Context: an optimization exercise on an open-source flow, tuned for small area. The choices shown serve that exercise and are no tape-out recipe. Where RTL was checked, it was by simulation tests only, not by an equivalence proof against the original. No functional check of the RTL was part of runs 4 to 6.

==> flow/design.v (outline; a module is shown in full before it is edited, if it fits) <==
// module complex_sinusoid_ddfs: 80 lines
// module ddfs_rom: 608 lines
// module ddfs_g: 39 lines
// module ddfs_poly: 473 lines
// module ddfs_fa: 3 lines
// module ddfs_ha: 3 lines
// module ddfs_han: 4 lines
module complex_sinusoid_ddfs#(parameter ROM_DEPTH = 2048, ROM_WIDTH = 16)
(
        input wire                           i_clk,
        input wire                           i_rst,
        input wire        [31:0]             i_freq_control,
        input wire        [1:0]              i_invert_out,
        output reg signed [ROM_WIDTH-1:0]    o_real,
        output reg signed [ROM_WIDTH-1:0]    o_imag
);
  // ...
==> flow/flow/run.sh <==
#!/bin/bash
# Layout flow: the standard flow (standard.sh, the ORFS make targets up to
# finish) with two changes:
#  - synthesis runs flow/synth.tcl, which sources synth_recipe.tcl unchanged but
#    has ABC map with flow/abc.script;
#  - the port buffers are sky130_fd_sc_hd__buf_1 cells.
# make's full output goes to flow_make.log here; ORFS keeps each step's log
# under orfs/logs.
set -euo pipefail
export FLOW_SYNTH_TCL=$PWD/synth_recipe.tcl
export CUSTOM_ABC_SCRIPT=$PWD/flow/abc.script
bash standard.sh "SYNTH_SCRIPT=$PWD/flow/synth.tcl" "BUFFER_PORTS_ARGS=-buffer_cell sky130_fd_sc_hd__buf_1" finish > flow_make.log 2>&1
==> flow/flow/abc.script <==
strash
dch
map -a
topo
stime -c
buffer -c
upsize -c
dnsize -c
==> flow/flow/synth.tcl <==
# The standard flow's own synthesis script (synth_recipe.tcl, sourced unchanged), except
# that ABC maps every module with flow/abc.script (area-oriented) instead of
# ORFS's abc_area.script.
proc abc {args} {
  set i [lsearch -exact $args -script]
  lset args [expr { $i + 1 }] $::env(CUSTOM_ABC_SCRIPT)
  yosys abc {*}$args
}
source $::env(FLOW_SYNTH_TCL)
==> flow/standard.sh <==
#!/bin/bash
# synth_recipe.tcl (not shown) runs the flow's synth.tcl, then flattens the netlist and writes it again
# the make line also repeats each setting of config.mk as NAME=value (left out here)
make -C /OpenROAD-flow-scripts/flow DESIGN_CONFIG=/design/flow/config.mk WORK_HOME=/design/flow/orfs CLKGATE_MAP_FILE= SYNTH_SCRIPT=/design/flow/synth_recipe.tcl "${@:-finish}"
==> flow/config.mk <==
export PLATFORM = sky130hd
export DESIGN_NAME = complex_sinusoid_ddfs
export DESIGN_NICKNAME = complex_sinusoid_ddfs
export VERILOG_FILES = /design/flow/design.v
export SDC_FILE = /design/flow/constraint.sdc
export NUM_CORES = 4
export LEC_CHECK = 0
export ABC_AREA = 1
export CAP_MARGIN = 20
export CORE_MARGIN = 2
export CORE_UTILIZATION = 40
export CTS_BUF_LIST = sky130_fd_sc_hd__clkbuf_8
export GPL_TIMING_DRIVEN = 0
export PLACE_DENSITY = 0.6
export SLEW_MARGIN = 20
export SYNTH_HIERARCHICAL = 1
==> flow/constraint.sdc <==
create_clock -name core_clock -period 10.0 [get_ports {i_clk}]
set_input_delay 2.0000 -clock core_clock [delete_from_list [all_inputs] [get_ports {i_clk}]]
set_output_delay 2.0000 -clock core_clock [all_outputs]
set_load 0.01 [all_outputs]
==> impl_metrics.ini, run 1 <==
[critical_path]
setup.worst_path.start_class = flop
crit_slowest_cell = xnor2_1
timing.critical_path.depth = 31

[detailed_routing]
final_antenna_net_count = 0
detail_route.drc_violations = 0
wl_met2_um = 22900
vias = 13300
wl_met3_um = 5940

[synth]
netlist_area_pre_place_sq_mm = 0.0131
compound_gate_portion_of_the_synthesized_area_pct = 18.6
synth_area_leader_cell = fa_1
synth_cell_types = 59
synth-edff-count = 0

[floorplanning]
effective_utilization_at_floorplan_pct = 40.4
design.core.area_sq_mm = 0.0324
rows = 66

[placed_design]
gp_congestion = 1.08
pre_cts_ws_ns = -0.205
post_dp_cell_area_sq_mm = 0.0139
numPortBuffers = 66

[global_routing]
vias_in_the_first_global_route = 13600
use_met3_pct = 9.48
grt_max_degree = 14
grt_first_pass_wirelength_um = 82300

[finish]
layout_multi_input_combinational_cell_count = 1323
syn_to_final_growth_pct = 8.82
biggestRegsByFlops = accumulator (32), o_imag (16), o_real (16)
leading_cell_category_by_total_area = multi-input gates
signal_buffers = 174
antennaDiodeCount = 1
seq_share_pct = 9.00

[clock_tree]
cts.hold.buffers_added = 0
tritoncts.num_buffers = 9
ctsHtreeMaxLevel = 3

[timing]
worst_pin_slew_ns = 1.09
worst_slack_ns = 0.430

[job]
maxcap_viol_count = 0

[min_path]
whs_path_depth = 3

[status]
outcome = complete, no violations
==> run 2, diff against run 1 <==
==> flow/flow/run.sh (replaced) <==
#!/bin/bash
# Layout flow: the standard flow (standard.sh, the ORFS make targets up to
# finish) with two changes:
#  - synthesis runs flow/synth.tcl, which sources synth_recipe.tcl unchanged but
#    maps the coefficient tables (module ddfs_rom) with flow/rom_abc.script;
#  - the port buffers are sky130_fd_sc_hd__buf_1 cells.
# make's full output goes to flow_make.log here; ORFS keeps each step's log
# under orfs/logs.
set -euo pipefail
export FLOW_SYNTH_TCL=$PWD/synth_recipe.tcl
export ROM_ABC_SCRIPT=$PWD/flow/rom_abc.script
bash standard.sh "SYNTH_SCRIPT=$PWD/flow/synth.tcl" "BUFFER_PORTS_ARGS=-buffer_cell sky130_fd_sc_hd__buf_1" finish > flow_make.log 2>&1
==> flow/flow/rom_abc.script (new file) <==
strash
dch
map -a
topo
stime -c
buffer -c
upsize -c
dnsize -c
==> flow/flow/synth.tcl (replaced) <==
# The standard flow's own synthesis script (synth_recipe.tcl, sourced unchanged), except
# that ABC maps the coefficient tables (module ddfs_rom) with an
# area-oriented script; every other module is mapped as synth_recipe.tcl does.
proc abc {args} {
  set i [lsearch -exact $args -script]
  set rom_args $args
  lset rom_args [expr { $i + 1 }] $::env(ROM_ABC_SCRIPT)
  yosys abc {*}$rom_args ddfs_rom
  yosys abc {*}$args
}
source $::env(FLOW_SYNTH_TCL)
removed: flow/flow/abc.script
==> run 2 against run 1 <==
Count of clock-buffer cells in the layout stayed put. Still clean. Register-to-register slack lost 0.15 ns. First-iteration DRC count up 17%. Fmax is 1.5% lower. Final cell count up 4.4%. Critical path type unchanged. Non-clock buffer count is 1 higher. Utilization grew 0.46 points. Worst hold slack barely moved.
==> impl_metrics.ini, run 2 <==
[synth]
top_post_synthesis_cells_by_count = nand2_1, inv_1, nor2_1, fa_1, a21oi_1
seq_area_frac_synth_pct = 9.64
synth_top_family_by_area = adder cells
synth-adder-area-share_pct = 36.3
synthSimpleGateAreaFrac_pct = 23.9
muxShareOfSynthArea_pct = 0
synth-edff-count = 0
yosys.area_share.xor_xnor_pct = 1.25
netlist_area_pre_place_sq_mm = 0.0133
synth_area_leader_cell = fa_1
netlist_top_cells_area = fa_1, nand2_1, dfxtp_1, inv_1, ha_1
compound_gate_portion_of_the_synthesized_area_pct = 16.2
synthArstFlopShare_pct = 0
synthesis.yosys.warnings = 8
postSynthRegisterBits = 64
yosysMostFrequentCell = nand2_1
netlist_instances = 1857
synth_cell_types = 52
synth_largest_type_area_fraction_pct = 30.1
synth_ff_type = dfxtp_1
syn-mean-instance-area_sq_um = 7.15

[timing]
worst_slack_ns = 0.284
final.setup_skew_ns = 0.0272
max_freq_ghz = 0.103
share_of_the_clock_period_used_by_the_worst_path_pct = 97.2
fin_crit_ns = 9.72
report.final.hold_viol_count = 0
finalMaxSlewViolations = 0
setup_violations = 0
grt_setup_unrepaired = true
worst_pin_slew_ns = 1.13
max-slew-margin-rel_pct = 23.9

[critical_path]
timing.reg2reg.worst_path_depth = 32
setup.reg_to_reg.worst_slack_ns = 0.28
setup.worst_path.start_class = flop
cp_data_required_time_ns = 10.27
regToRegEndpoint = o_imag[5]
crit_path_max_incr_delay_ns = 0.57
crit_top_cell = fa_1
crit_type = reg2reg
crit_path_end_kind = flop
crit_slowest_cell = fa_1
critical_path_arrival_ns = 9.98
crit-reg2reg-launch = accumulator[30]
path_max_fanout = 13

[clock_tree]
worstSkewPairLatency_ns = 0.43
cts-root-to-sink-buffers = 2
cts_post_setup_buffers_inserted = 0
root_buffer = clkbuf_8
tritoncts = done
ctsHtreeMaxLevel = 3
tritoncts.num_buffers = 9
clk_pin_slew_ns = 0.08
cts.sink_count = 64

[placed_design]
pre_cts_ws_ns = 0.114
numPortBuffers = 67
dpl.hpwl_um = 44500
gp_congestion = 1.06

[detailed_routing]
final_antenna_net_count = 0
routed_wl_um = 54700
vias_per_cell = 5.74
drt-wirelength-per-cell_um = 22.9
vias = 13700
violation_count_after_the_first_detailed_route_iteration = 1563
dr.pass1.iters = 6
detail_route.drc_violations = 0

[global_routing]
overflow = 0
grt_first_pass_wirelength_um = 82100
globalRouteTotalUtil_pct = 32.2
vias_in_the_first_global_route = 13500
antenna_violations_before_repair = 0
grt_max_degree = 14

[finish]
syn_to_final_growth_pct = 9.08
net_count_final = 2242
biggestRegsByFlops = accumulator (32), o_imag (16), o_real (16)
fillerInstances = 3452
layout.cells.most_common = nand2_1
post_route_cells_drive_above_1_share_pct = 8.38
largest_register_ff_count = 32
most-common-layout-cells = nand2_1, inv_1, nor2_1
most_flops_register = accumulator

[min_path]
hold_class = reg2reg
timing.hold.worst_endpoint = accumulator[0]
whs_path_depth = 3
holdCritStartpoint = accumulator[0]

[floorplanning]
rows = 66
die-area_sq_mm = 0.0347
die-width_um = 186
effective_utilization_at_floorplan_pct = 40.7
num_io_pins = 68
die_height_um = 186
design.core.area_sq_mm = 0.0326

[job]
maxcap_viol_count = 0

[status]
outcome = complete, no violations
[run 2: changes by cell type in the layout (fill, tap and decap cells not counted), sizes merged, moves of 5 or more]
cell,before,now
nand2,342,409
o21ai,79,117
inv,267,290
nor2,197,220
nand3,42,61
o21a,17,0
o21bai,15,0
nor3,45,32
nand4,13,19
o22ai,20,15
[run 2: modules after synthesis (local to each module, per instance)]
module,flip-flops and latches,area (sq um)
complex_sinusoid_ddfs,64,2450
ddfs_rom,0,2010
ddfs_poly,0,937
ddfs_g,0,302
ddfs_han,0,27.5
ddfs_fa,0,20.0
ddfs_ha,0,12.5
[run 2: cell type report]
cell class                      count  area (sq um)  share of cell area, %
Antenna cell                        1          2.50                 0.0173
Multi-Input combinational cell   1399         10500                   72.2
Sequential cell                    64          1280                   8.84
Clock buffer                        9           124                  0.855
Tap cell                          442           553                   3.82
Clock inverter                      7           103                  0.708
Inverter                          291          1100                   7.56
Timing Repair Buffer               72           292                   2.01
Buffer                            103           582                   4.01
[run 2: worst max-delay path by stage]
stage	start	end	slack, ns	cells after the start
floorplan	i_freq_control[0]	accumulator[31]	1.33	26
global placement	accumulator[30]	o_imag[5]	-1.58	34
detailed placement	accumulator[30]	o_imag[5]	0.11	32
CTS	accumulator[30]	o_imag[5]	0.07	32
global route	accumulator[30]	o_imag[5]	-0.03	32
finish	accumulator[30]	o_imag[5]	0.28	32
[run 2: routing by layer]
layer | global-route usage [%] | share of wire (%) | vias up
li1 | - | - | 6109
met1 | 45.5 | 44 | 6670
met2 | 46.5 | 41 | 764
met3 | 8.64 | 11 | 158
met4 | 12.8 | 4.4 | 0
met5 | 0 | 0 | -
[run 2: per-stage QoR]
stage	setup TNS [ns]	hold WS [ns]	util, %	instances	cell area [sq um]
6_report	0	0.568	44.4	2388	14500
5_1_grt	-0.0328	0.602	44.4	2387	14500
3_5_place_dp	0	0.551	43.5	2371	14200
4_1_cts	0	0.573	44.2	2387	14400
2_1_floorplan	0	0.532	-	1857	13300
3_3_place_gp	-8.73	0.542	43.2	2366	14100
[run 2: cell families (layout without fill, tap and decap cells)]
logic type / count (synthesis) / in the layout
other: 1 / 2
AOI/OAI and AO/OA: 359 / 359
buffers and inverters: 394 / 482
adders and majority gates: 266 / 266
DFF: 64 / 64
and+or+nand+nor: 754 / 754
xor gates and xnor gates: 19 / 19
[run 2: timing repair]
action / CTS / global route
resized for setup: 0 / 10
setup endpoints to repair: 0 / 4
hold buffers: 0 / 0
[run 2: worst max-delay path, delay by kind of cell (launching register included)]
kind | cells | cell delay (ns)
AO/OA/AOI/OAI | 5 | 1.03
XOR/XNOR | 1 | 0.45
adder cells (fa/ha/maj) | 12 | 5.14
buffers and inverters | 8 | 1.63
flip-flops | 1 | 0.38
AND/OR/NAND/NOR | 6 | 0.91
==> run 3, diff against run 2 <==
==> flow/flow/rom_abc.script (replaced) <==
strash
dch
map -a
==> run 3 against run 2 <==
Highest routed layer unchanged. Critical path type unchanged. Wire length fell by 9.7%. Worst hold slack improved by 0.0020 ns. Non-clock buffer count fell by 25.
==> impl_metrics.ini, run 3 <==
[status]
outcome = complete, no violations

[detailed_routing]
vias = 13400
vias_per_cell = 5.65
drt-wirelength-per-cell_um = 20.9
final_antenna_net_count = 0
routed_wl_um = 49400
violation_count_after_the_first_detailed_route_iteration = 1229
detail_route.drc_violations = 0
dr.pass1.iters = 6

[floorplanning]
num_io_pins = 68
design.core.area_sq_mm = 0.0323
die_height_um = 184
effective_utilization_at_floorplan_pct = 40.3
die-width_um = 184
rows = 66
die-area_sq_mm = 0.0340

[critical_path]
setup.worst_path.start_class = flop
crit_path_end_kind = flop
timing.reg2reg.worst_path_depth = 33
crit_slowest_cell = fa_1
cp_data_required_time_ns = 10.27
crit-reg2reg-launch = accumulator[30]
path_max_fanout = 15
startpoint = accumulator[30]
crit_type = reg2reg
cp-endpoint = o_imag[5]
critical_path_arrival_ns = 9.97
setup.reg_to_reg.worst_slack_ns = 0.30
crit_top_cell = fa_1
regToRegEndpoint = o_imag[5]
crit_path_max_incr_delay_ns = 0.57

[finish]
post_route_cells_drive_above_1_share_pct = 7.65
net_count_final = 2218
layout.cells.most_common = nand2_1
syn_to_final_growth_pct = 11.1
most_flops_register = accumulator
largest_register_ff_count = 32
most-common-layout-cells = nand2_1, nor2_1, fa_1
total_non_filler_cell_area_in_the_finished_layout_sq_mm = 0.0144
biggestRegsByFlops = accumulator (32), o_imag (16), o_real (16)

[synth]
netlist_instances = 1817
yosysMostFrequentCell = nand2_1
synth_cell_types = 48
netlist_top_cells_area = fa_1, nand2_1, dfxtp_1, ha_1, nor2_1
top_post_synthesis_cells_by_count = nand2_1, nor2_1, fa_1, inv_1, a21oi_1
seq_area_frac_synth_pct = 9.85
synth_ff_type = dfxtp_1
synth_largest_type_area_fraction_pct = 30.8
syn-mean-instance-area_sq_um = 7.16
synth-edff-count = 0
postSynthRegisterBits = 64
synthArstFlopShare_pct = 0
synthesis.yosys.warnings = 8
netlist_area_pre_place_sq_mm = 0.0130
synth_area_leader_cell = fa_1

[min_path]
holdCritStartpoint = accumulator[0]
hold_class = reg2reg

[placed_design]
gp_congestion = 1.06
numPortBuffers = 67
post_dp_cell_area_sq_mm = 0.0140
dpl.hpwl_um = 39100

[timing]
finalMaxSlewViolations = 0
totalNegativeSetupSlack_ns = 0
worst_pin_slew_ns = 1.11
max-slew-margin-rel_pct = 25.5
report.final.hold_viol_count = 0
share_of_the_clock_period_used_by_the_worst_path_pct = 97.0
max_freq_ghz = 0.103
final.setup_skew_ns = 0.0149
fin_crit_ns = 9.70
setup_violations = 0

[clock_tree]
tritoncts.num_buffers = 9
root_buffer = clkbuf_8
clk_pin_slew_ns = 0.08
cts.sink_count = 64
cts.hold.buffers_added = 0
worstSkewPairLatency_ns = 0.40
ctsHtreeMaxLevel = 3
tritoncts = done
cts-root-to-sink-buffers = 2

[global_routing]
globalRouteTotalUtil_pct = 29.9
antenna_violations_before_repair = 1
grt_first_pass_wirelength_um = 76500
vias_in_the_first_global_route = 13400
overflow = 0
grt_max_degree = 36

[job]
maxcap_viol_count = 0
## run 3: worst min path at each step
stage	endpoint	slack (ns)	cells after the start
2_1_floorplan	accumulator[0]	0.53	3
3_3_place_gp	accumulator[0]	0.54	3
3_5_place_dp	accumulator[0]	0.56	3
4_1_cts	accumulator[0]	0.58	3
5_1_grt	accumulator[0]	0.64	3
6_report	accumulator[0]	0.57	3
## run 3: what timing repair did
item | CTS | global route
cloned | 0 | 1
pin swaps | 0 | 0
endpoints found under the setup margin | 9 | 7
gates resized for setup | 15 | 21
buffers inserted | 0 | 5
## run 3: metal layers
metal	track usage [%]	vias to the layer above	wire length, um
met5	0	-	0
met2	49.8	731	23000
li1	-	6078	-
met1	35.8	6355	18800
met3	4.84	202	3890
met4	19.7	0	3710
## run 3: logic make-up after synthesis
group / share of synthesized area [%]
compound gates: 16.4
xor+xnor: 1.28
fa+ha+maj: 37.1
buf+inv: 11.2
flops: 9.85
other cells: 0.0288
simple gates: 24.1
## run 3: layout make-up
| class | count | area (sq um) |
|---|---|---|
| fill | 3358 | 17800 |
| multi-input combinational | 1399 | 10400 |
| sequential | 64 | 1280 |
| inverter | 291 | 1130 |
| tap | 442 | 553 |
| timing repair buffer | 87 | 453 |
| buffer | 63 | 367 |
| clock buffer | 10 | 138 |
| clock inverter | 6 | 91.3 |
| timing repair inverter | 1 | 5.00 |
| antenna | 1 | 2.50 |
## run 3: stage by stage
step	setup slack [ns]	std cells	utilization [%]	hold WS (ns)
final	0.303	2364	44.7	0.570
after global routing	-0.00632	2364	44.7	0.637
after CTS	0.00702	2356	44.3	0.585
after detailed placement	-1.28	2340	43.4	0.564
after global placement	-3.56	2326	42.8	0.541
after floorplan	0.289	1817	-	0.532
## run 3: modules after synthesis (local to each module, per instance)
module,times used,cells inside,flip-flops and latches
ddfs_poly,2,211,0
ddfs_fa,200,1,0
ddfs_ha,2,1,0
ddfs_han,22,5,0
ddfs_g,1,61,0
ddfs_rom,2,365,0
complex_sinusoid_ddfs,1,292,64
## run 3: worst max-delay path, delay by kind of cell, from the launching register on
kind,cells,cell delay [ns]
and+or+nand+nor,7,1.02
adders and majority gates,12,5.11
xor gates and xnor gates,1,0.24
DFF,1,0.49
AOI/OAI and AO/OA,4,0.72
buffers and inverters,9,1.96
==> module ddfs_poly, before the edit <==
module ddfs_poly(input [19:0] c0n, input [11:0] c1, input [4:0] c2, input [4:0] t, input [7:0] g, input neg, output [14:0] v_n);
  wire n1;
  wire n2;
  wire n3;
  wire n4;
  wire n5;
  wire n6;
  wire n7;
  wire n8;
  wire n9;
  wire n10;
  wire n11;
  wire n12;
  wire n13;
  wire n14;
  wire n15;
  wire n16;
  wire n17;
  wire n18;
  wire n19;
  wire n20;
  wire n21;
  wire n22;
  wire n23;
  wire n24;
  wire n25;
  wire n26;
  wire n27;
  wire n28;
  wire n29;
  wire n30;
  wire n31;
  wire n32;
  wire n33;
  wire n34;
  wire n35;
  wire n36;
  wire n37;
  wire n38;
  wire n39;
  wire n40;
  wire n41;
  wire n42;
  wire n43;
  wire n44;
  wire n45;
  wire n46;
  wire n47;
  wire n48;
  wire n49;
  wire n50;
  wire n51;
  wire n52;
  wire n53;
  wire n54;
  wire n55;
  wire n56;
  wire n57;
  wire n58;
  wire n59;
  wire n60;
  wire n61;
  wire n62;
  wire n63;
  wire n64;
  wire n65;
  wire n66;
  wire n67;
  wire n68;
  wire n69;
  wire n70;
  wire n71;
  wire n72;
  wire n73;
  wire n74;
  wire n75;
  wire n76;
  wire n77;
  wire n78;
  wire n79;
  wire n80;
  wire n81;
  wire n82;
  wire n83;
  wire n84;
  wire n85;
  wire n86;
  wire n87;
  wire n88;
  wire n89;
  wire n90;
  wire n91;
  wire n92;
  wire n93;
  wire n94;
  wire n95;
  wire n96;
  wire n97;
  wire n98;
  wire n99;
  wire n100;
  wire n101;
  wire n102;
  wire n103;
  wire n104;
  wire n105;
  wire n106;
  wire n107;
  wire n108;
  wire n109;
  wire n110;
  wire n111;
  wire n112;
  wire n113;
  wire n114;
  wire n115;
  wire n116;
  wire n117;
  wire n118;
  wire n119;
  wire n120;
  wire n121;
  wire n122;
  wire n123;
  wire n124;
  wire n125;
  wire n126;
  wire n127;
  wire n128;
  wire n129;
  wire n130;
  wire n131;
  wire n132;
  wire n133;
  wire n134;
  wire n135;
  wire n136;
  wire n137;
  wire n138;
  wire n139;
  wire n140;
  wire n141;
  wire n142;
  wire n143;
  wire n144;
  wire n145;
  wire n146;
  wire n147;
  wire n148;
  wire n149;
  wire n150;
  wire n151;
  wire n152;
  wire n153;
  wire n154;
  wire n155;
  wire n156;
  wire n157;
  wire n158;
  wire n159;
  wire n160;
  wire n161;
  wire n162;
  wire n163;
  wire n164;
  wire n165;
  wire n166;
  wire n167;
  wire n168;
  wire n169;
  wire n170;
  wire n171;
  wire n172;
  wire n173;
  wire n174;
  wire n175;
  wire n176;
  wire n177;
  wire n178;
  wire n179;
  wire n180;
  wire n181;
  wire n182;
  wire n183;
  wire n184;
  wire n185;
  wire n186;
  wire n187;
  wire n188;
  wire n189;
  wire n190;
  wire n191;
  wire n192;
  wire n193;
  wire n194;
  wire n195;
  wire n196;
  wire n197;
  wire n198;
  wire n199;
  wire n200;
  wire n201;
  wire n202;
  wire n203;
  wire n204;
  wire n205;
  wire n206;
  wire n207;
  wire n208;
  wire n209;
  wire n210;
  wire n211;
  wire n212;
  wire n213;
  wire n214;
  wire n215;
  wire n216;
  wire n217;
  wire n218;
  wire n219;
  wire n220;
  wire n221;
  wire n222;
  wire n223;
  wire n224;
  wire n225;
  wire n226;
  wire n227;
  wire n228;
  wire n229;
  wire n230;
  wire n231;
  wire n232;
  wire n233;
  wire n234;
  wire n235;
  wire n236;
  wire n237;
  wire n238;
  wire n239;
  wire n240;
  wire n241;
  wire n242;
  wire n243;
  wire n244;
  wire n245;
  wire n246;
  wire n247;
  wire n248;
  wire n249;
  wire n250;
  wire n251;
  wire n252;
  wire n253;
  wire n254;
  wire n255;
  wire n256;
  wire n257;
  wire n258;
  wire n259;
  wire n260;
  wire n261;
  wire n262;
  wire n263;
  wire n264;
  wire n265;
  wire n266;
  wire n267;
  wire n268;
  wire n269;
  wire n270;
  wire n271;
  wire n272;
  wire n273;
  wire n274;
  wire n275;
  wire n276;
  wire n277;
  wire n278;
  wire n279;
  wire n280;
  wire n281;
  wire n282;
  wire n283;
  ddfs_han nha2 (.a(c0n[1]), .b(~(c1[3]&t[0])), .s(n1), .co(n2));
  ddfs_fa nfa4 (.a(c0n[2]), .b(~(c1[4]&t[0])), .c(~(c1[3]&t[1])), .s(n3), .co(n4));
  ddfs_han nha6 (.a(c0n[3]), .b(~(c1[5]&t[0])), .s(n5), .co(n6));
  ddfs_han nha8 (.a(~(c1[1]&t[0])), .b(~(c1[0]&t[1])), .s(n7), .co(n8));
  ddfs_fa nfa10 (.a(c0n[0]), .b(~(c1[2]&t[0])), .c(~(c1[1]&t[1])), .s(n9), .co(n10));
  ddfs_fa nfa12 (.a(~(c1[0]&t[2])), .b(~(c2[4]&g[2])), .c(~(c2[3]&g[3])), .s(n11), .co(n12));
  ddfs_fa nfa14 (.a(~(c1[2]&t[1])), .b(~(c1[1]&t[2])), .c(~(c1[0]&t[3])), .s(n13), .co(n14));
  ddfs_fa nfa16 (.a(~(c2[4]&g[3])), .b(~(c2[3]&g[4])), .c(~(c2[2]&g[5])), .s(n15), .co(n16));
  ddfs_han nha18 (.a(~(c2[1]&g[6])), .b(~(c2[0]&g[7])), .s(n17), .co(n18));
  ddfs_fa nfa20 (.a(~(c1[2]&t[2])), .b(~(c1[1]&t[3])), .c(~(c1[0]&t[4])), .s(n19), .co(n20));
  ddfs_fa nfa22 (.a(~(c2[4]&g[4])), .b(~(c2[3]&g[5])), .c(~(c2[2]&g[6])), .s(n21), .co(n22));
  ddfs_fa nfa24 (.a(~(c2[1]&g[7])), .b(n2), .c(n3), .s(n23), .co(n24));
  ddfs_fa nfa26 (.a(~(c1[4]&t[1])), .b(~(c1[3]&t[2])), .c(~(c1[2]&t[3])), .s(n25), .co(n26));
  ddfs_fa nfa28 (.a(~(c1[1]&t[4])), .b(~(c2[4]&g[5])), .c(~(c2[3]&g[6])), .s(n27), .co(n28));
  ddfs_fa nfa30 (.a(~(c2[2]&g[7])), .b(n4), .c(n5), .s(n29), .co(n30));
  ddfs_fa nfa32 (.a(c0n[4]), .b(~(c1[6]&t[0])), .c(~(c1[5]&t[1])), .s(n31), .co(n32));
  ddfs_fa nfa34 (.a(~(c1[4]&t[2])), .b(~(c1[3]&t[3])), .c(~(c1[2]&t[4])), .s(n33), .co(n34));
  ddfs_fa nfa36 (.a(~(c2[4]&g[6])), .b(~(c2[3]&g[7])), .c(n6), .s(n35), .co(n36));
  ddfs_fa nfa38 (.a(c0n[5]), .b(~(c1[7]&t[0])), .c(~(c1[6]&t[1])), .s(n37), .co(n38));
  ddfs_fa nfa40 (.a(~(c1[5]&t[2])), .b(~(c1[4]&t[3])), .c(~(c1[3]&t[4])), .s(n39), .co(n40));
  ddfs_han nha42 (.a(~(c2[4]&g[7])), .b(neg), .s(n41), .co(n42));
  ddfs_fa nfa44 (.a(c0n[6]), .b(~(c1[8]&t[0])), .c(~(c1[7]&t[1])), .s(n43), .co(n44));
  ddfs_han nha46 (.a(~(c1[6]&t[2])), .b(~(c1[5]&t[3])), .s(n45), .co(n46));
  ddfs_fa nfa48 (.a(c0n[7]), .b(~(c1[9]&t[0])), .c(~(c1[8]&t[1])), .s(n47), .co(n48));
  ddfs_han nha50 (.a(c0n[8]), .b(~(c1[10]&t[0])), .s(n49), .co(n50));
  ddfs_han nha52 (.a(c0n[9]), .b(~(c1[11]&t[0])), .s(n51), .co(n52));
  ddfs_fa nfa54 (.a(~(c1[0]&t[0])), .b(~(c2[4]&g[0])), .c(~(c2[3]&g[1])), .s(n53), .co(n54));
  ddfs_fa nfa56 (.a(~(c2[4]&g[1])), .b(~(c2[3]&g[2])), .c(~(c2[2]&g[3])), .s(n55), .co(n56));
  ddfs_han nha58 (.a(~(c2[1]&g[4])), .b(~(c2[0]&g[5])), .s(n57), .co(n58));
  ddfs_fa nfa60 (.a(~(c2[2]&g[4])), .b(~(c2[1]&g[5])), .c(~(c2[0]&g[6])), .s(n59), .co(n60));
  ddfs_fa nfa62 (.a(n8), .b(n9), .c(n11), .s(n61), .co(n62));
  ddfs_fa nfa64 (.a(n1), .b(n10), .c(n12), .s(n63), .co(n64));
  ddfs_fa nfa66 (.a(n13), .b(n15), .c(n17), .s(n65), .co(n66));
  ddfs_fa nfa68 (.a(n14), .b(n16), .c(n18), .s(n67), .co(n68));
  ddfs_fa nfa70 (.a(n19), .b(n21), .c(n23), .s(n69), .co(n70));
  ddfs_fa nfa72 (.a(n20), .b(n22), .c(n24), .s(n71), .co(n72));
  ddfs_fa nfa74 (.a(n25), .b(n27), .c(n29), .s(n73), .co(n74));
  ddfs_fa nfa76 (.a(n26), .b(n28), .c(n30), .s(n75), .co(n76));
  ddfs_fa nfa78 (.a(n31), .b(n33), .c(n35), .s(n77), .co(n78));
  ddfs_fa nfa80 (.a(n32), .b(n34), .c(n36), .s(n79), .co(n80));
  ddfs_fa nfa82 (.a(n37), .b(n39), .c(n41), .s(n81), .co(n82));
  ddfs_fa nfa84 (.a(~(c1[4]&t[4])), .b(n38), .c(n40), .s(n83), .co(n84));
  ddfs_fa nfa86 (.a(n42), .b(n43), .c(n45), .s(n85), .co(n86));
  ddfs_fa nfa88 (.a(~(c1[7]&t[2])), .b(~(c1[6]&t[3])), .c(~(c1[5]&t[4])), .s(n87), .co(n88));
  ddfs_fa nfa90 (.a(n44), .b(n46), .c(n47), .s(n89), .co(n90));
  ddfs_fa nfa92 (.a(~(c1[9]&t[1])), .b(~(c1[8]&t[2])), .c(~(c1[7]&t[3])), .s(n91), .co(n92));
  ddfs_fa nfa94 (.a(~(c1[6]&t[4])), .b(n48), .c(n49), .s(n93), .co(n94));
  ddfs_fa nfa96 (.a(~(c1[10]&t[1])), .b(~(c1[9]&t[2])), .c(~(c1[8]&t[3])), .s(n95), .co(n96));
  ddfs_fa nfa98 (.a(~(c1[7]&t[4])), .b(n50), .c(n51), .s(n97), .co(n98));
  ddfs_fa nfa100 (.a(c0n[10]), .b(~(c1[11]&t[1])), .c(~(c1[10]&t[2])), .s(n99), .co(n100));
  ddfs_fa nfa102 (.a(~(c1[9]&t[3])), .b(~(c1[8]&t[4])), .c(n52), .s(n101), .co(n102));
  ddfs_fa nfa104 (.a(c0n[11]), .b(~(c1[11]&t[2])), .c(~(c1[10]&t[3])), .s(n103), .co(n104));
  ddfs_han nha106 (.a(~(c2[3]&g[0])), .b(~(c2[2]&g[1])), .s(n105), .co(n106));
  ddfs_fa nfa108 (.a(~(c2[2]&g[2])), .b(~(c2[1]&g[3])), .c(~(c2[0]&g[4])), .s(n107), .co(n108));
  ddfs_fa nfa110 (.a(n7), .b(n54), .c(n55), .s(n109), .co(n110));
  ddfs_fa nfa112 (.a(n56), .b(n58), .c(n59), .s(n111), .co(n112));
  ddfs_fa nfa114 (.a(n60), .b(n62), .c(n63), .s(n113), .co(n114));
  ddfs_fa nfa116 (.a(n64), .b(n66), .c(n67), .s(n115), .co(n116));
  ddfs_fa nfa118 (.a(n68), .b(n70), .c(n71), .s(n117), .co(n118));
  ddfs_fa nfa120 (.a(n72), .b(n74), .c(n75), .s(n119), .co(n120));
  ddfs_fa nfa122 (.a(n76), .b(n78), .c(n79), .s(n121), .co(n122));
  ddfs_fa nfa124 (.a(n80), .b(n82), .c(n83), .s(n123), .co(n124));
  ddfs_fa nfa126 (.a(n84), .b(n86), .c(n87), .s(n125), .co(n126));
  ddfs_fa nfa128 (.a(n88), .b(n90), .c(n91), .s(n127), .co(n128));
  ddfs_fa nfa130 (.a(n92), .b(n94), .c(n95), .s(n129), .co(n130));
  ddfs_fa nfa132 (.a(n96), .b(n98), .c(n99), .s(n131), .co(n132));
  ddfs_fa nfa134 (.a(~(c1[9]&t[4])), .b(n100), .c(n102), .s(n133), .co(n134));
  ddfs_fa nfa136 (.a(c0n[12]), .b(~(c1[11]&t[3])), .c(~(c1[10]&t[4])), .s(n135), .co(n136));
  ddfs_han nha138 (.a(~(c2[2]&g[0])), .b(~(c2[1]&g[1])), .s(n137), .co(n138));
  ddfs_fa nfa140 (.a(~(c2[1]&g[2])), .b(~(c2[0]&g[3])), .c(n105), .s(n139), .co(n140));
  ddfs_fa nfa142 (.a(n53), .b(n106), .c(n107), .s(n141), .co(n142));
  ddfs_fa nfa144 (.a(n57), .b(n108), .c(n109), .s(n143), .co(n144));
  ddfs_fa nfa146 (.a(n61), .b(n110), .c(n111), .s(n145), .co(n146));
  ddfs_fa nfa148 (.a(n65), .b(n112), .c(n113), .s(n147), .co(n148));
  ddfs_fa nfa150 (.a(n69), .b(n114), .c(n115), .s(n149), .co(n150));
  ddfs_fa nfa152 (.a(n73), .b(n116), .c(n117), .s(n151), .co(n152));
  ddfs_fa nfa154 (.a(n77), .b(n118), .c(n119), .s(n153), .co(n154));
  ddfs_fa nfa156 (.a(n81), .b(n120), .c(n121), .s(n155), .co(n156));
  ddfs_fa nfa158 (.a(n85), .b(n122), .c(n123), .s(n157), .co(n158));
  ddfs_fa nfa160 (.a(n89), .b(n124), .c(n125), .s(n159), .co(n160));
  ddfs_fa nfa162 (.a(n93), .b(n126), .c(n127), .s(n161), .co(n162));
  ddfs_fa nfa164 (.a(n97), .b(n128), .c(n129), .s(n163), .co(n164));
  ddfs_fa nfa166 (.a(n101), .b(n130), .c(n131), .s(n165), .co(n166));
  ddfs_fa nfa168 (.a(n103), .b(n132), .c(n133), .s(n167), .co(n168));
  ddfs_fa nfa170 (.a(n104), .b(n134), .c(n135), .s(n169), .co(n170));
  ddfs_fa nfa172 (.a(c0n[13]), .b(~(c1[11]&t[4])), .c(n136), .s(n171), .co(n172));
  assign n173 = ~(~(c2[0]&g[0]));
  assign n174 = ~(~(c2[1]&g[0]) | ~(c2[0]&g[1]));
  assign n175 = ~(~(c2[1]&g[0]) & ~(c2[0]&g[1]));
  assign n176 = ~(~(c2[0]&g[2]) | n137);
  assign n177 = ~(~(c2[0]&g[2]) & n137);
  assign n178 = ~(n138 | n139);
  assign n179 = ~(n138 & n139);
  assign n180 = ~(n140 | n141);
  assign n181 = ~(n140 & n141);
  assign n182 = ~(n142 | n143);
  assign n183 = ~(n142 & n143);
  assign n184 = ~(n144 | n145);
  assign n185 = ~(n144 & n145);
  assign n186 = ~(n146 | n147);
  assign n187 = ~(n146 & n147);
  assign n188 = ~(n148 | n149);
  assign n189 = ~(n148 & n149);
  assign n190 = ~(n150 | n151);
  assign n191 = ~(n150 & n151);
  assign n192 = ~(n152 | n153);
  assign n193 = ~(n152 & n153);
  assign n194 = n175 & n173;
  assign n195 = n178 | (n179 & n176);
  assign n196 = n179 & n177;
  assign n197 = n182 | (n183 & n180);
  assign n198 = n183 & n181;
  assign n199 = n186 | (n187 & n184);
  assign n200 = n187 & n185;
  assign n201 = n190 | (n191 & n188);
  assign n202 = n191 & n189;
  assign n203 = n195 | (n196 & n174);
  assign n204 = n196 & n194;
  assign n205 = n199 | (n200 & n197);
  assign n206 = n200 & n198;
  assign n207 = n192 | (n193 & n201);
  assign n208 = n193 & n202;
  assign n209 = n205 | (n206 & n203);
  assign n210 = n206 & n204;
  assign n211 = n207 | (n208 & n209);
  assign n212 = n208 & n210;
  assign n213 = ~(n154 | n155);
  assign n214 = ~(n154 & n155);
  assign n215 = ~(n156 | n157);
  assign n216 = ~(n156 & n157);
  assign n217 = ~(n158 | n159);
  assign n218 = ~(n158 & n159);
  assign n219 = ~(n160 | n161);
  assign n220 = ~(n160 & n161);
  assign n221 = ~(n162 | n163);
  assign n222 = ~(n162 & n163);
  assign n223 = ~(n164 | n165);
  assign n224 = ~(n164 & n165);
  assign n225 = n215 | (n216 & n213);
  assign n226 = n216 & n214;
  assign n227 = n219 | (n220 & n217);
  assign n228 = n220 & n218;
  assign n229 = n223 | (n224 & n221);
  assign n230 = n224 & n222;
  assign n231 = n227 | (n228 & n225);
  assign n232 = n228 & n226;
  assign n233 = n229 | (n230 & n231);
  assign n234 = n230 & n232;
  assign n235 = n233 | (n234 & n211);
  assign n236 = ~(n166 | n167);
  assign n237 = ~(n166 & n167);
  assign n238 = ~(n168 | n169);
  assign n239 = ~(n168 & n169);
  assign n240 = ~(n170 | n171);
  assign n241 = ~(n170 & n171);
  assign n242 = ~(c0n[14] | n172);
  assign n243 = ~(c0n[14] & n172);
  assign n244 = ~(c0n[15]);
  assign n245 = ~(c0n[16]);
  assign n246 = n238 | (n239 & n236);
  assign n247 = n239 & n237;
  assign n248 = n242 | (n243 & n240);
  assign n249 = n243 & n241;
  assign n250 = n245 & n244;
  assign n251 = n248 | (n249 & n246);
  assign n252 = n249 & n247;
  assign n253 = 1'b0 | (n250 & n251);
  assign n254 = n250 & n252;
  assign n255 = n253 | (n254 & n235);
  assign n256 = ~(n211);
  ddfs_fa nfa258 (.a(n154), .b(n155), .c(n256), .s(n257), .co(n258));
  ddfs_fa nfa260 (.a(n156), .b(n157), .c(n258), .s(n259), .co(n260));
  ddfs_fa nfa262 (.a(n158), .b(n159), .c(n260), .s(n261), .co(n262));
  ddfs_fa nfa264 (.a(n160), .b(n161), .c(n262), .s(n263), .co(n264));
  ddfs_fa nfa266 (.a(n162), .b(n163), .c(n264), .s(n265), .co(n266));
  ddfs_fa nfa268 (.a(n164), .b(n165), .c(n266), .s(n267), .co(n268));
  assign n269 = ~(n235);
  ddfs_fa nfa271 (.a(n166), .b(n167), .c(n269), .s(n270), .co(n271));
  ddfs_fa nfa273 (.a(n168), .b(n169), .c(n271), .s(n272), .co(n273));
  ddfs_fa nfa275 (.a(n170), .b(n171), .c(n273), .s(n274), .co(n275));
  ddfs_fa nfa277 (.a(c0n[14]), .b(n172), .c(n275), .s(n276), .co(n277));
  assign n278 = c0n[15] ^ ~(n277);
  assign n279 = c0n[16] ^ ~(n277 | c0n[15]);
  assign n280 = ~(n255);
  assign n281 = c0n[17] ^ ~(n280);
  assign n282 = c0n[18] ^ ~(n280 | c0n[17]);
  assign n283 = c0n[19] ^ ~(n280 | c0n[17] | c0n[18]);
  assign v_n = {n283,n282,n281,n279,n278,n276,n274,n272,n270,n267,n265,n263,n261,n259,n257};
endmodule
==> run 4, diff against run 3 <==
--- a/flow/design.v
+++ b/flow/design.v
@@ -1011,13 +1011,13 @@
   wire n282;
   wire n283;
-  ddfs_han nha2 (.a(c0n[1]), .b(~(c1[3]&t[0])), .s(n1), .co(n2));
+  ddfs_fa nha2 (.a(c0n[1]), .b(~(c1[3]&t[0])), .c(1'b1), .s(n1), .co(n2));
   ddfs_fa nfa4 (.a(c0n[2]), .b(~(c1[4]&t[0])), .c(~(c1[3]&t[1])), .s(n3), .co(n4));
-  ddfs_han nha6 (.a(c0n[3]), .b(~(c1[5]&t[0])), .s(n5), .co(n6));
-  ddfs_han nha8 (.a(~(c1[1]&t[0])), .b(~(c1[0]&t[1])), .s(n7), .co(n8));
+  ddfs_fa nha6 (.a(c0n[3]), .b(~(c1[5]&t[0])), .c(1'b1), .s(n5), .co(n6));
+  ddfs_fa nha8 (.a(~(c1[1]&t[0])), .b(~(c1[0]&t[1])), .c(1'b1), .s(n7), .co(n8));
   ddfs_fa nfa10 (.a(c0n[0]), .b(~(c1[2]&t[0])), .c(~(c1[1]&t[1])), .s(n9), .co(n10));
   ddfs_fa nfa12 (.a(~(c1[0]&t[2])), .b(~(c2[4]&g[2])), .c(~(c2[3]&g[3])), .s(n11), .co(n12));
   ddfs_fa nfa14 (.a(~(c1[2]&t[1])), .b(~(c1[1]&t[2])), .c(~(c1[0]&t[3])), .s(n13), .co(n14));
   ddfs_fa nfa16 (.a(~(c2[4]&g[3])), .b(~(c2[3]&g[4])), .c(~(c2[2]&g[5])), .s(n15), .co(n16));
-  ddfs_han nha18 (.a(~(c2[1]&g[6])), .b(~(c2[0]&g[7])), .s(n17), .co(n18));
+  ddfs_fa nha18 (.a(~(c2[1]&g[6])), .b(~(c2[0]&g[7])), .c(1'b1), .s(n17), .co(n18));
   ddfs_fa nfa20 (.a(~(c1[2]&t[2])), .b(~(c1[1]&t[3])), .c(~(c1[0]&t[4])), .s(n19), .co(n20));
   ddfs_fa nfa22 (.a(~(c2[4]&g[4])), .b(~(c2[3]&g[5])), .c(~(c2[2]&g[6])), .s(n21), .co(n22));
@@ -1031,13 +1031,13 @@
   ddfs_fa nfa38 (.a(c0n[5]), .b(~(c1[7]&t[0])), .c(~(c1[6]&t[1])), .s(n37), .co(n38));
   ddfs_fa nfa40 (.a(~(c1[5]&t[2])), .b(~(c1[4]&t[3])), .c(~(c1[3]&t[4])), .s(n39), .co(n40));
-  ddfs_han nha42 (.a(~(c2[4]&g[7])), .b(neg), .s(n41), .co(n42));
+  ddfs_fa nha42 (.a(~(c2[4]&g[7])), .b(neg), .c(1'b1), .s(n41), .co(n42));
   ddfs_fa nfa44 (.a(c0n[6]), .b(~(c1[8]&t[0])), .c(~(c1[7]&t[1])), .s(n43), .co(n44));
-  ddfs_han nha46 (.a(~(c1[6]&t[2])), .b(~(c1[5]&t[3])), .s(n45), .co(n46));
+  ddfs_fa nha46 (.a(~(c1[6]&t[2])), .b(~(c1[5]&t[3])), .c(1'b1), .s(n45), .co(n46));
   ddfs_fa nfa48 (.a(c0n[7]), .b(~(c1[9]&t[0])), .c(~(c1[8]&t[1])), .s(n47), .co(n48));
-  ddfs_han nha50 (.a(c0n[8]), .b(~(c1[10]&t[0])), .s(n49), .co(n50));
-  ddfs_han nha52 (.a(c0n[9]), .b(~(c1[11]&t[0])), .s(n51), .co(n52));
+  ddfs_fa nha50 (.a(c0n[8]), .b(~(c1[10]&t[0])), .c(1'b1), .s(n49), .co(n50));
+  ddfs_fa nha52 (.a(c0n[9]), .b(~(c1[11]&t[0])), .c(1'b1), .s(n51), .co(n52));
   ddfs_fa nfa54 (.a(~(c1[0]&t[0])), .b(~(c2[4]&g[0])), .c(~(c2[3]&g[1])), .s(n53), .co(n54));
   ddfs_fa nfa56 (.a(~(c2[4]&g[1])), .b(~(c2[3]&g[2])), .c(~(c2[2]&g[3])), .s(n55), .co(n56));
-  ddfs_han nha58 (.a(~(c2[1]&g[4])), .b(~(c2[0]&g[5])), .s(n57), .co(n58));
+  ddfs_fa nha58 (.a(~(c2[1]&g[4])), .b(~(c2[0]&g[5])), .c(1'b1), .s(n57), .co(n58));
   ddfs_fa nfa60 (.a(~(c2[2]&g[4])), .b(~(c2[1]&g[5])), .c(~(c2[0]&g[6])), .s(n59), .co(n60));
   ddfs_fa nfa62 (.a(n8), .b(n9), .c(n11), .s(n61), .co(n62));
@@ -1063,5 +1063,5 @@
   ddfs_fa nfa102 (.a(~(c1[9]&t[3])), .b(~(c1[8]&t[4])), .c(n52), .s(n101), .co(n102));
   ddfs_fa nfa104 (.a(c0n[11]), .b(~(c1[11]&t[2])), .c(~(c1[10]&t[3])), .s(n103), .co(n104));
-  ddfs_han nha106 (.a(~(c2[3]&g[0])), .b(~(c2[2]&g[1])), .s(n105), .co(n106));
+  ddfs_fa nha106 (.a(~(c2[3]&g[0])), .b(~(c2[2]&g[1])), .c(1'b1), .s(n105), .co(n106));
   ddfs_fa nfa108 (.a(~(c2[2]&g[2])), .b(~(c2[1]&g[3])), .c(~(c2[0]&g[4])), .s(n107), .co(n108));
   ddfs_fa nfa110 (.a(n7), .b(n54), .c(n55), .s(n109), .co(n110));
@@ -1079,5 +1079,5 @@
   ddfs_fa nfa134 (.a(~(c1[9]&t[4])), .b(n100), .c(n102), .s(n133), .co(n134));
   ddfs_fa nfa136 (.a(c0n[12]), .b(~(c1[11]&t[3])), .c(~(c1[10]&t[4])), .s(n135), .co(n136));
-  ddfs_han nha138 (.a(~(c2[2]&g[0])), .b(~(c2[1]&g[1])), .s(n137), .co(n138));
+  ddfs_fa nha138 (.a(~(c2[2]&g[0])), .b(~(c2[1]&g[1])), .c(1'b1), .s(n137), .co(n138));
   ddfs_fa nfa140 (.a(~(c2[1]&g[2])), .b(~(c2[0]&g[3])), .c(n105), .s(n139), .co(n140));
   ddfs_fa nfa142 (.a(n53), .b(n106), .c(n107), .s(n141), .co(n142));
==> flow/flow/run.sh (replaced) <==
#!/bin/bash
# Layout flow: the standard flow (standard.sh, the ORFS make targets up to
# finish) with two changes:
#  - synthesis runs flow/synth.tcl, which sources synth_recipe.tcl unchanged but
#    has ABC map with flow/abc.script;
#  - the port buffers are sky130_fd_sc_hd__buf_1 cells.
# make's full output goes to flow_make.log here; ORFS keeps each step's log
# under orfs/logs.
set -euo pipefail
export FLOW_SYNTH_TCL=$PWD/synth_recipe.tcl
export CUSTOM_ABC_SCRIPT=$PWD/flow/abc.script
bash standard.sh "SYNTH_SCRIPT=$PWD/flow/synth.tcl" "BUFFER_PORTS_ARGS=-buffer_cell sky130_fd_sc_hd__buf_1" finish > flow_make.log 2>&1
==> flow/flow/abc.script (new file) <==
strash
dch
map -a
==> flow/flow/synth.tcl (replaced) <==
# The standard flow's own synthesis script (synth_recipe.tcl, sourced unchanged), except
# that ABC maps every module with flow/abc.script (area-oriented) instead of
# ORFS's abc_area.script.
proc abc {args} {
  set i [lsearch -exact $args -script]
  lset args [expr { $i + 1 }] $::env(CUSTOM_ABC_SCRIPT)
  yosys abc {*}$args
}
source $::env(FLOW_SYNTH_TCL)
removed: flow/flow/rom_abc.script
==> run 4 against run 3 <==
Still clean on timing, DRC and antenna. Fmax shrank 0.21%. Wire length shrank 3.4%. Non-clock buffer count shrank 29. Synthesized cell count shrank 12%. Utilization grew 1.2 points.
==> impl_metrics.ini, run 4 <==
[timing]
setup_violations = 0
report.final.hold_viol_count = 0
grt_setup_unrepaired = false
final.setup_skew_ns = 0.0124
worst_slack_ns = 0.283
fin_crit_ns = 9.72
totalNegativeSetupSlack_ns = 0
whs_ns = 0.595
max-slew-margin-rel_pct = 24.5
max_freq_ghz = 0.103
finalMaxSlewViolations = 0
share_of_the_clock_period_used_by_the_worst_path_pct = 97.2
worst_pin_slew_ns = 1.13

[placed_design]
dpl.hpwl_um = 37700
post_dp_cell_area_sq_mm = 0.0136
numPortBuffers = 67
gp_congestion = 1.02
pre_cts_ws_ns = -1.55

[critical_path]
path_max_fanout = 22
timing.critical_path.depth = 26
timing.reg2reg.worst_path_depth = 26
crit_top_cell = fa_1
critical_path_arrival_ns = 10.04
timing.critical_path.max_delay_family = adder cells
crit_type = reg2reg
crit_path_max_incr_delay_ns = 0.76
cp_data_required_time_ns = 10.32
crit_path_end_kind = flop
setup.worst_path.start_class = flop
crit-reg2reg-launch = accumulator[30]
crit_slowest_cell = nor2_2
startpoint = accumulator[30]
cp.buffers_inverters = 4

[synth]
top_post_synthesis_cells_by_count = nand2_1, fa_1, nor2_1, clkinv_1, a21oi_1
netlist_area_pre_place_sq_mm = 0.0124
synth_cell_types = 42
seq_area_frac_synth_pct = 10.3
synth_largest_type_area_fraction_pct = 35.8
yosysMostFrequentCell = nand2_1
synthArstFlopShare_pct = 0
synth_ff_type = dfxtp_1
synth-edff-count = 0
postSynthRegisterBits = 64
netlist_top_cells_area = fa_1, nand2_1, dfxtp_1, nor2_1, a21oi_1
synth_area_leader_cell = fa_1
syn-mean-instance-area_sq_um = 7.76
synthesis.yosys.warnings = 8
netlist_instances = 1600

[floorplanning]
die_height_um = 180
die-area_sq_mm = 0.0324
num_io_pins = 68
die-width_um = 180
rows = 64
design.core.area_sq_mm = 0.0306
effective_utilization_at_floorplan_pct = 40.6

[finish]
layout.cells.most_common = nand2_1
antennaDiodeCount = 0
biggestRegsByFlops = accumulator (32), o_imag (16), o_real (16)
net_count_final = 2023
post_route_cells_drive_above_1_share_pct = 8.63
most-common-layout-cells = nand2_1, fa_1, nor2_1
most_flops_register = accumulator
largest_register_ff_count = 32
syn_to_final_growth_pct = 13.2
total_non_filler_cell_area_in_the_finished_layout_sq_mm = 0.0140

[detailed_routing]
violation_count_after_the_first_detailed_route_iteration = 1313
drt-wirelength-per-cell_um = 22.5
dr.pass1.iters = 6
detail_route.drc_violations = 0
routed_wl_um = 47700
final_antenna_net_count = 0
vias_per_cell = 5.93
vias = 12600

[global_routing]
globalRouteTotalUtil_pct = 29.5
antenna_violations_before_repair = 0
overflow = 0
vias_in_the_first_global_route = 12700
grt_max_degree = 41
grt_first_pass_wirelength_um = 74700

[min_path]
hold_class = reg2reg
whs_path_depth = 3
holdCritStartpoint = accumulator[0]

[clock_tree]
ctsHtreeMaxLevel = 3
tritoncts = done
clk_pin_slew_ns = 0.09
cts-root-to-sink-buffers = 2
root_buffer = clkbuf_8
tritoncts.num_buffers = 9
cts.sink_count = 64
worstSkewPairLatency_ns = 0.37

[job]
maxcap_viol_count = 0

[status]
outcome = complete, no violations
## run 4: cell types whose count changed in the layout (fill, tap and decap cells not counted), sizes merged, moves of 23 or more
cell and change:
nor2 -23, inv -183, clkinv +72, nand2 -67
o21ai -38, clkbuf -28
## run 4: tightest hold or removal path, stage by stage (launching register included)
cell	delay, ns
dfxtp_1	0.32
ha_1	0.13
clkinv_1	0.05
nor2_1	0.07
## run 4: cell families after synthesis
logic type / Yosys count / share of synthesized area [%]
compound gates: 377 / 19.0
xor+xnor: 22 / 1.55
fa+ha+maj: 268 / 40.4
buf+inv: 211 / 7.32
flops: 64 / 10.3
other cells: 3 / 0.0907
simple gates: 655 / 21.3
## run 4: per-module statistics from Yosys, one instance, submodules excluded
| module | cell area [sq um] | cells | copies in the design | flops+latches |
|---|---|---|---|---|
| ddfs_ha | 12.5 | 1 | 2 | 0 |
| complex_sinusoid_ddfs | 2270 | 254 | 1 | 64 |
| ddfs_poly | 837 | 176 | 2 | 0 |
| ddfs_rom | 1870 | 365 | 2 | 0 |
| ddfs_g | 249 | 40 | 1 | 0 |
| ddfs_fa | 20.0 | 1 | 222 | 0 |
## run 4: timing repair
| item | CTS | global route |
|---|---|---|
| gates cloned | 0 | 1 |
| endpoints found under the hold margin | 0 | 0 |
| hold buffers | 0 | 0 |
| gates resized for setup | 22 | 34 |
| setup buffers | 0 | 8 |
| endpoints found under the setup margin | 20 | 15 |
## run 4: worst paths after layout
kind                                       end  slack [ns]
worst max register to register       o_imag[5]        0.28
worst min-delay path            accumulator[0]        0.59
worst min register to register  accumulator[0]        0.59
worst max-delay path                 o_imag[5]        0.28
## run 4: per-layer routing
layer / GRT usage [%] / wire length [um]
met1: 42.5 / 20700
met2: 44.3 / 20600
met3: 6.14 / 4820
met4: 9.58 / 1550
met5: 0 / 0
## run 4: metrics by stage
stage | std cells | utilization (%)
4_1_cts | 2113 | 45.2
6_report | 2122 | 45.9
3_5_place_dp | 2097 | 44.3
2_1_floorplan | 1620 | -
5_1_grt | 2122 | 45.9
3_3_place_gp | 2083 | 43.3
## run 4: layout make-up
cell class                 instances  area, sq um
inverter                         179          721
tap                              396          495
timing repair buffer              89          490
timing repair inverter             1         5.00
fill                            3158        16500
clock inverter                     7         76.3
multi-input combinational       1345        10600
buffer                            32          236
sequential                        64         1280
clock buffer                       9          124
==> run 5, diff against run 4 <==
==> flow/flow/run.sh (replaced) <==
#!/bin/bash
# Layout flow: the standard flow (standard.sh, the ORFS make targets up to
# finish) with these changes:
#  - synthesis runs flow/synth.tcl, which sources synth_recipe.tcl unchanged but
#    has ABC map with flow/abc.script (area-oriented);
#  - the port buffers are sky130_fd_sc_hd__buf_1 cells;
#  - clock tree synthesis uses clkbuf_8 buffers and no dummy loads.
# make's full output goes to flow_make.log here; ORFS keeps each step's log
# under orfs/logs.
set -euo pipefail
export FLOW_SYNTH_TCL=$PWD/synth_recipe.tcl
export CUSTOM_ABC_SCRIPT=$PWD/flow/abc.script
bash standard.sh "SYNTH_SCRIPT=$PWD/flow/synth.tcl" \
  "BUFFER_PORTS_ARGS=-buffer_cell sky130_fd_sc_hd__buf_1" \
  "CTS_ARGS=-sink_clustering_enable -repair_clock_nets -buf_list sky130_fd_sc_hd__clkbuf_8 -dont_use_dummy_load" \
  finish > flow_make.log 2>&1
==> flow/flow/abc.script (replaced) <==
strash
ifraig
dc2
dch -f
map -a
==> run 5 against run 4 <==
Utilization is 0.34 points lower. Fmax grew 0.69%. Wire length fell by 1.6%. Via count shrank 0.28%. Count of clock-buffer cells in the layout unchanged. Non-clock buffer count grew 4. Setup slack improved by 0.066 ns. Critical path depth increased by 1. Critical endpoint unchanged. Highest routed layer is now met5.
==> impl_metrics.ini, run 5 <==
[timing]
worst_slack_ns = 0.349
setup_violations = 0
max_freq_ghz = 0.104
finalMaxSlewViolations = 0
worst_pin_slew_ns = 1.15
share_of_the_clock_period_used_by_the_worst_path_pct = 96.5
report.final.hold_viol_count = 0
final.setup_skew_ns = 0.0285
max-slew-margin-rel_pct = 23.4
grt_setup_unrepaired = true
fin_crit_ns = 9.65

[synth]
synth_area_leader_cell = fa_1
yosys.area_share.xor_xnor_pct = 1.43
synth_top_family_by_area = adder cells
top_post_synthesis_cells_by_count = nand2_1, fa_1, clkinv_1, nor2_1, a21oi_1
synth_cell_types = 37
synth-edff-count = 0
muxShareOfSynthArea_pct = 0
synthesis.yosys.warnings = 8
netlist_instances = 1576
synthArstFlopShare_pct = 0
seq_area_frac_synth_pct = 10.4
synthSimpleGateAreaFrac_pct = 19.2
compound_gate_portion_of_the_synthesized_area_pct = 20.8
postSynthRegisterBits = 64
netlist_area_pre_place_sq_mm = 0.0123
synth_largest_type_area_fraction_pct = 36.2
syn-mean-instance-area_sq_um = 7.78
synth-adder-area-share_pct = 40.7
netlist_top_cells_area = fa_1, dfxtp_1, nand2_1, a21oi_1, o21ai_0
synth_ff_type = dfxtp_1
yosysMostFrequentCell = nand2_1

[placed_design]
dpl.hpwl_um = 36800
numPortBuffers = 67
pre_cts_ws_ns = -1.13
gp_congestion = 1.04

[floorplanning]
effective_utilization_at_floorplan_pct = 40.4
design.core.area_sq_mm = 0.0303
die_height_um = 179
die-area_sq_mm = 0.0321
num_io_pins = 68
rows = 64
die-width_um = 179

[clock_tree]
cts.sink_count = 64
cts.hold.buffers_added = 0
tritoncts.num_buffers = 9
clk_pin_slew_ns = 0.08
tritoncts = done
root_buffer = clkbuf_8
cts-root-to-sink-buffers = 2
ctsHtreeMaxLevel = 3
worstSkewPairLatency_ns = 0.35

[finish]
fillerInstances = 3054
net_count_final = 2002
layout.cells.most_common = nand2_1
antennaDiodeCount = 0
syn_to_final_growth_pct = 12.8
largest_register_ff_count = 32
most-common-layout-cells = nand2_1, fa_1, nor2_1
biggestRegsByFlops = accumulator (32), o_imag (16), o_real (16)
most_flops_register = accumulator
post_route_cells_drive_above_1_share_pct = 8.07

[global_routing]
grt_max_degree = 45
overflow = 0
antenna_violations_before_repair = 1
grt_first_pass_wirelength_um = 72600
globalRouteTotalUtil_pct = 29.8
vias_in_the_first_global_route = 12300

[critical_path]
crit_path_end_kind = flop
cp.buffers_inverters = 5
crit_path_max_incr_delay_ns = 0.59
crit_top_cell = fa_1
timing.reg2reg.worst_path_depth = 27
cp_data_required_time_ns = 10.18
crit_slowest_cell = nor2_2
crit_type = reg2reg
path_max_fanout = 26
timing.critical_path.depth = 27
critical_path_arrival_ns = 9.83
timing.critical_path.max_delay_family = adder cells
setup.worst_path.start_class = flop

[detailed_routing]
vias_per_cell = 6.00
dr.pass1.iters = 6
drt-wirelength-per-cell_um = 22.4
routed_wl_um = 46900
detail_route.drc_violations = 0
vias = 12600
final_antenna_net_count = 0
violation_count_after_the_first_detailed_route_iteration = 1381

[min_path]
hold_class = reg2reg
whs_path_depth = 3

[status]
outcome = complete, no violations

[job]
maxcap_viol_count = 0
-- run 5: layer usage --
metal	up-vias	GRT usage, %	routed length (um)
met3	102	6.72	5010
li1	5534	-	-
met5	-	0	12
met2	739	43.3	19600
met1	6178	44.0	20800
met4	2	9.08	1480
-- run 5: area by class of cell --
class / count / area [sq um] / share of cell area [%]
timing repair buffer: 93 / 549 / 3.97
tap: 396 / 495 / 3.58
inverter: 174 / 692 / 5.00
multi-input combinational: 1326 / 10400 / 75.5
buffer: 32 / 236 / 1.71
clock buffer: 9 / 124 / 0.896
sequential: 64 / 1280 / 9.29
-- run 5: final timing paths --
check	start	slack (ns)	end
worst max register to register	accumulator[30]	0.35	o_imag[5]
worst min-delay path	accumulator[0]	0.61	accumulator[0]
worst min register to register	accumulator[0]	0.61	accumulator[0]
worst max-delay path	accumulator[30]	0.35	o_imag[5]
-- run 5: worst min-delay path, cell delays in order (launching register included) --
cell and delay (ns):
dfxtp_1 0.32, ha_1 0.13, clkinv_1 0.05, nor2_1 0.08
-- run 5: timing repair --
item,4_1_cts,5_1_grt
hold endpoints to repair,0,0
setup buffers,0,11
endpoints found under the setup margin,20,15
pin swaps,1,4
gates resized for setup,17,25
-- run 5: per-stage QoR --
stage	util (%)	hold slack [ns]	TNS [ns]	area (sq um)	cells
detailed placement	44.4	0.599	-8.05	13500	2073
floorplan	-	0.557	0	12400	1596
global placement	43.2	0.574	-68.03	13100	2059
global route	45.6	0.653	-0.0238	13800	2094
finish	45.6	0.613	0	13800	2094
CTS	44.9	0.616	0	13600	2082
-- run 5: logic make-up (layout without fill, tap and decap cells) --
kind of cell	after synthesis	after routing
AOI/OAI and AO/OA	427	427
xor gates and xnor gates	20	20
adders and majority gates	266	266
buffers and inverters	206	308
DFF	64	64
other	3	23
and+or+nand+nor	590	590
-- run 5: per-module statistics from Yosys (local to each module, per instance) --
module	area, sq um	cells	times used	flip-flops and latches
ddfs_ha	12.5	1	2	0
complex_sinusoid_ddfs	2200	256	1	64
ddfs_fa	20.0	1	222	0
ddfs_rom	1860	358	2	0
ddfs_poly	808	169	2	0
ddfs_g	250	42	1	0
==> run 6, diff against run 5 <==
==> flow/flow/abc.script (replaced) <==
strash
dch
map -a
==> run 6 against run 5 <==
First-iteration DRC count is 10% lower. Wire length is 1.0% higher. Non-clock buffer count is 4 lower. Critical path type unchanged. Largest cell class unchanged.
==> impl_metrics.ini, run 6 <==
[status]
outcome = complete, no violations

[critical_path]
crit_top_cell = fa_1
cp.buffers_inverters = 4
crit_path_max_incr_delay_ns = 0.78
crit-reg2reg-launch = accumulator[30]
setup.worst_path.start_class = flop
crit_slowest_cell = nor2_2
critical_path_arrival_ns = 10.00
timing.critical_path.max_delay_family = adder cells

[detailed_routing]
dr.pass1.iters = 6
final_antenna_net_count = 0
violation_count_after_the_first_detailed_route_iteration = 1236
detail_route.drc_violations = 0
vias_per_cell = 5.96

[job]
maxcap_viol_count = 0

[finish]
total_non_filler_cell_area_in_the_finished_layout_sq_mm = 0.0140
syn_to_final_growth_pct = 12.5
post_route_cells_drive_above_1_share_pct = 8.27
most-common-layout-cells = nand2_1, fa_1, nor2_1
largest_register_ff_count = 32
total_area_of_multi_input_combinational_cells_sq_mm = 0.0106
fillerInstances = 3175
net_count_final = 2022
layout.cells.most_common = nand2_1
fin_util_pct = 45.6
antennaDiodeCount = 0
instances_no_fill = 2114
regArea_sq_mm = 0.00128
biggestRegsByFlops = accumulator (32), o_imag (16), o_real (16)

[timing]
grt_setup_unrepaired = true
setup_violations = 0
worst_pin_slew_ns = 1.13
whs_ns = 0.591
share_of_the_clock_period_used_by_the_worst_path_pct = 97.0
max-slew-margin-rel_pct = 24.8
finalMaxSlewViolations = 0
final.setup_skew_ns = 0.0290
max_freq_ghz = 0.103

[global_routing]
vias_in_the_first_global_route = 12700
globalRouteTotalUtil_pct = 29.4
antenna_violations_before_repair = 0
grt_first_pass_wirelength_um = 74600
grt_max_degree = 41

[synth]
syn-mean-instance-area_sq_um = 7.76
synth_ff_type = dfxtp_1
netlist_instances = 1600
synth_largest_type_area_fraction_pct = 35.8
synth_cell_types = 42
postSynthRegisterBits = 64
synth_area_leader_cell = fa_1
seq_area_frac_synth_pct = 10.3
synth-edff-count = 0
netlist_top_cells_area = fa_1, nand2_1, dfxtp_1, nor2_1, a21oi_1

[floorplanning]
effective_utilization_at_floorplan_pct = 40.6
die-area_sq_mm = 0.0324
die-width_um = 180
design.core.area_sq_mm = 0.0306
rows = 64

[placed_design]
post_dp_cell_area_sq_mm = 0.0136
numPortBuffers = 67
gp_congestion = 1.02
placed_cells = 2097

[clock_tree]
tritoncts = done
ctsHtreeMaxLevel = 3
worstSkewPairLatency_ns = 0.37
tritoncts.num_buffers = 9
root_buffer = clkbuf_8
cts.sink_count = 64

[min_path]
holdCritStartpoint = accumulator[0]
## run 6: cell types whose count changed after synthesis, sizes merged, moves of 10 or more
| cell | previous run | this run |
|---|---|---|
| nor3 | 26 | 45 |
| nand3 | 29 | 42 |
| a22oi | 18 | 8 |
| o21ai | 135 | 79 |
| nor2 | 168 | 197 |
| xnor2 | 3 | 14 |
| o21a | 2 | 17 |
| o21bai | 0 | 15 |
## run 6: area by class of cell
cell class                      instances  area share, %
Buffer                                 32           1.69
Clock buffer                            9          0.888
Inverter                              179           5.10
Multi-Input combinational cell       1345           76.0
Sequential cell                        64           9.21
Tap cell                              396           3.55
Timing Repair Buffer                   89           3.51
## run 6: metrics by stage
| step | setup TNS, ns | worst slack (ns) |
|---|---|---|
| 3_3_place_gp | -75.02 | -3.80 |
| 2_1_floorplan | 0 | 0.0307 |
| 5_1_grt | -0.0358 | -0.0358 |
| 3_5_place_dp | -11.74 | -1.55 |
| 6_report | 0 | 0.304 |
| 4_1_cts | 0 | 0.0220 |
## run 6: cell families (layout without fill, tap and decap cells)
logic type      count (synthesis)  in the layout  share of synthesized area (%)
simple gates                  655            655                           21.3
compound gates                377            377                           19.0
fa+ha+maj                     268            268                           40.4
buf+inv                       211            309                           7.32
flops                          64             64                           10.3
xor+xnor                       22             22                           1.55
other cells                     3             23                         0.0907
## run 6: worst min-delay path: stages, from the launching register on
cell and delay, ns:
dfxtp_1 0.32, ha_1 0.13, clkinv_1 0.05, nor2_1 0.07
## run 6: final timing paths
kind                         end  slack, ns  depth (start not counted)
hold reg to reg   accumulator[0]       0.59                          3
hold / removal    accumulator[0]       0.59                          3
setup reg to reg       o_imag[5]       0.30                         26
setup / recovery       o_imag[5]       0.30                         26
## run 6: metal layers
layer / global-route usage, % / vias to the layer above / wire (um)
li1: - / 5606 / -
met5: 0 / - / 0
met1: 42.3 / 6225 / 20900
met3: 6.18 / 114 / 4440
met4: 9.58 / 0 / 1450
met2: 44.3 / 657 / 20700
## run 6: Yosys stat by module, one instance, submodules excluded
module,flip-flops and latches,cell area (sq um),cells
ddfs_ha,0,12.5,1
ddfs_fa,0,20.0,1
ddfs_rom,0,1870,365
ddfs_g,0,249,40
ddfs_poly,0,837,176
complex_sinusoid_ddfs,64,2270,254
## run 6: timing repair
item                                    CTS  global route
hold buffers                              0             0
gates resized for setup                  23            32
endpoints found under the setup margin   20            15
buffers inserted                          0             8
pin swaps                                 0             0

## separate check: timing with driven ports
No port has a modelled driver above. Below, the same layouts with a new extraction and two added sets of constraints.
Step 1, drivers: a clkbuf_16 drives i_clk and a buf_2 each remaining input, both assumed.
Step 2, shift: input delay + t, output delay - t, t = (earliest + latest rising clock arrival at the registers) / 2. This alone moves slack from input paths to output paths.
Slacks: ideal ports / drivers / drivers and shift; pairs: ideal ports / drivers.
run | shift t [ns] | slack for setup (ns) | clock arrival spread, ns | worst data-port slew with drivers (ns)
run 1 | 0.427 | 0.430 / 0.430 / 0.146 | 0.014 / 0.015 | 0.05
run 2 | 0.454 | 0.284 / 0.284 / 0.284 | 0.033 / 0.033 | 0.06
run 3 | 0.445 | 0.303 / 0.303 / 0.303 | 0.014 / 0.015 | 0.06
run 4 | 0.396 | 0.283 / 0.283 / 0.142 | 0.013 / 0.013 | 0.05
run 5 | 0.367 | 0.349 / 0.349 / 0.145 | 0.029 / 0.029 | 0.07
run 6 | 0.383 | 0.304 / 0.304 / 0.145 | 0.029 / 0.029 | 0.06
After both steps setup and hold are still met in every run listed. The setup slack of run 1, which loses most, moves by 0.000 ns with the drivers and by -0.284 ns with both steps.
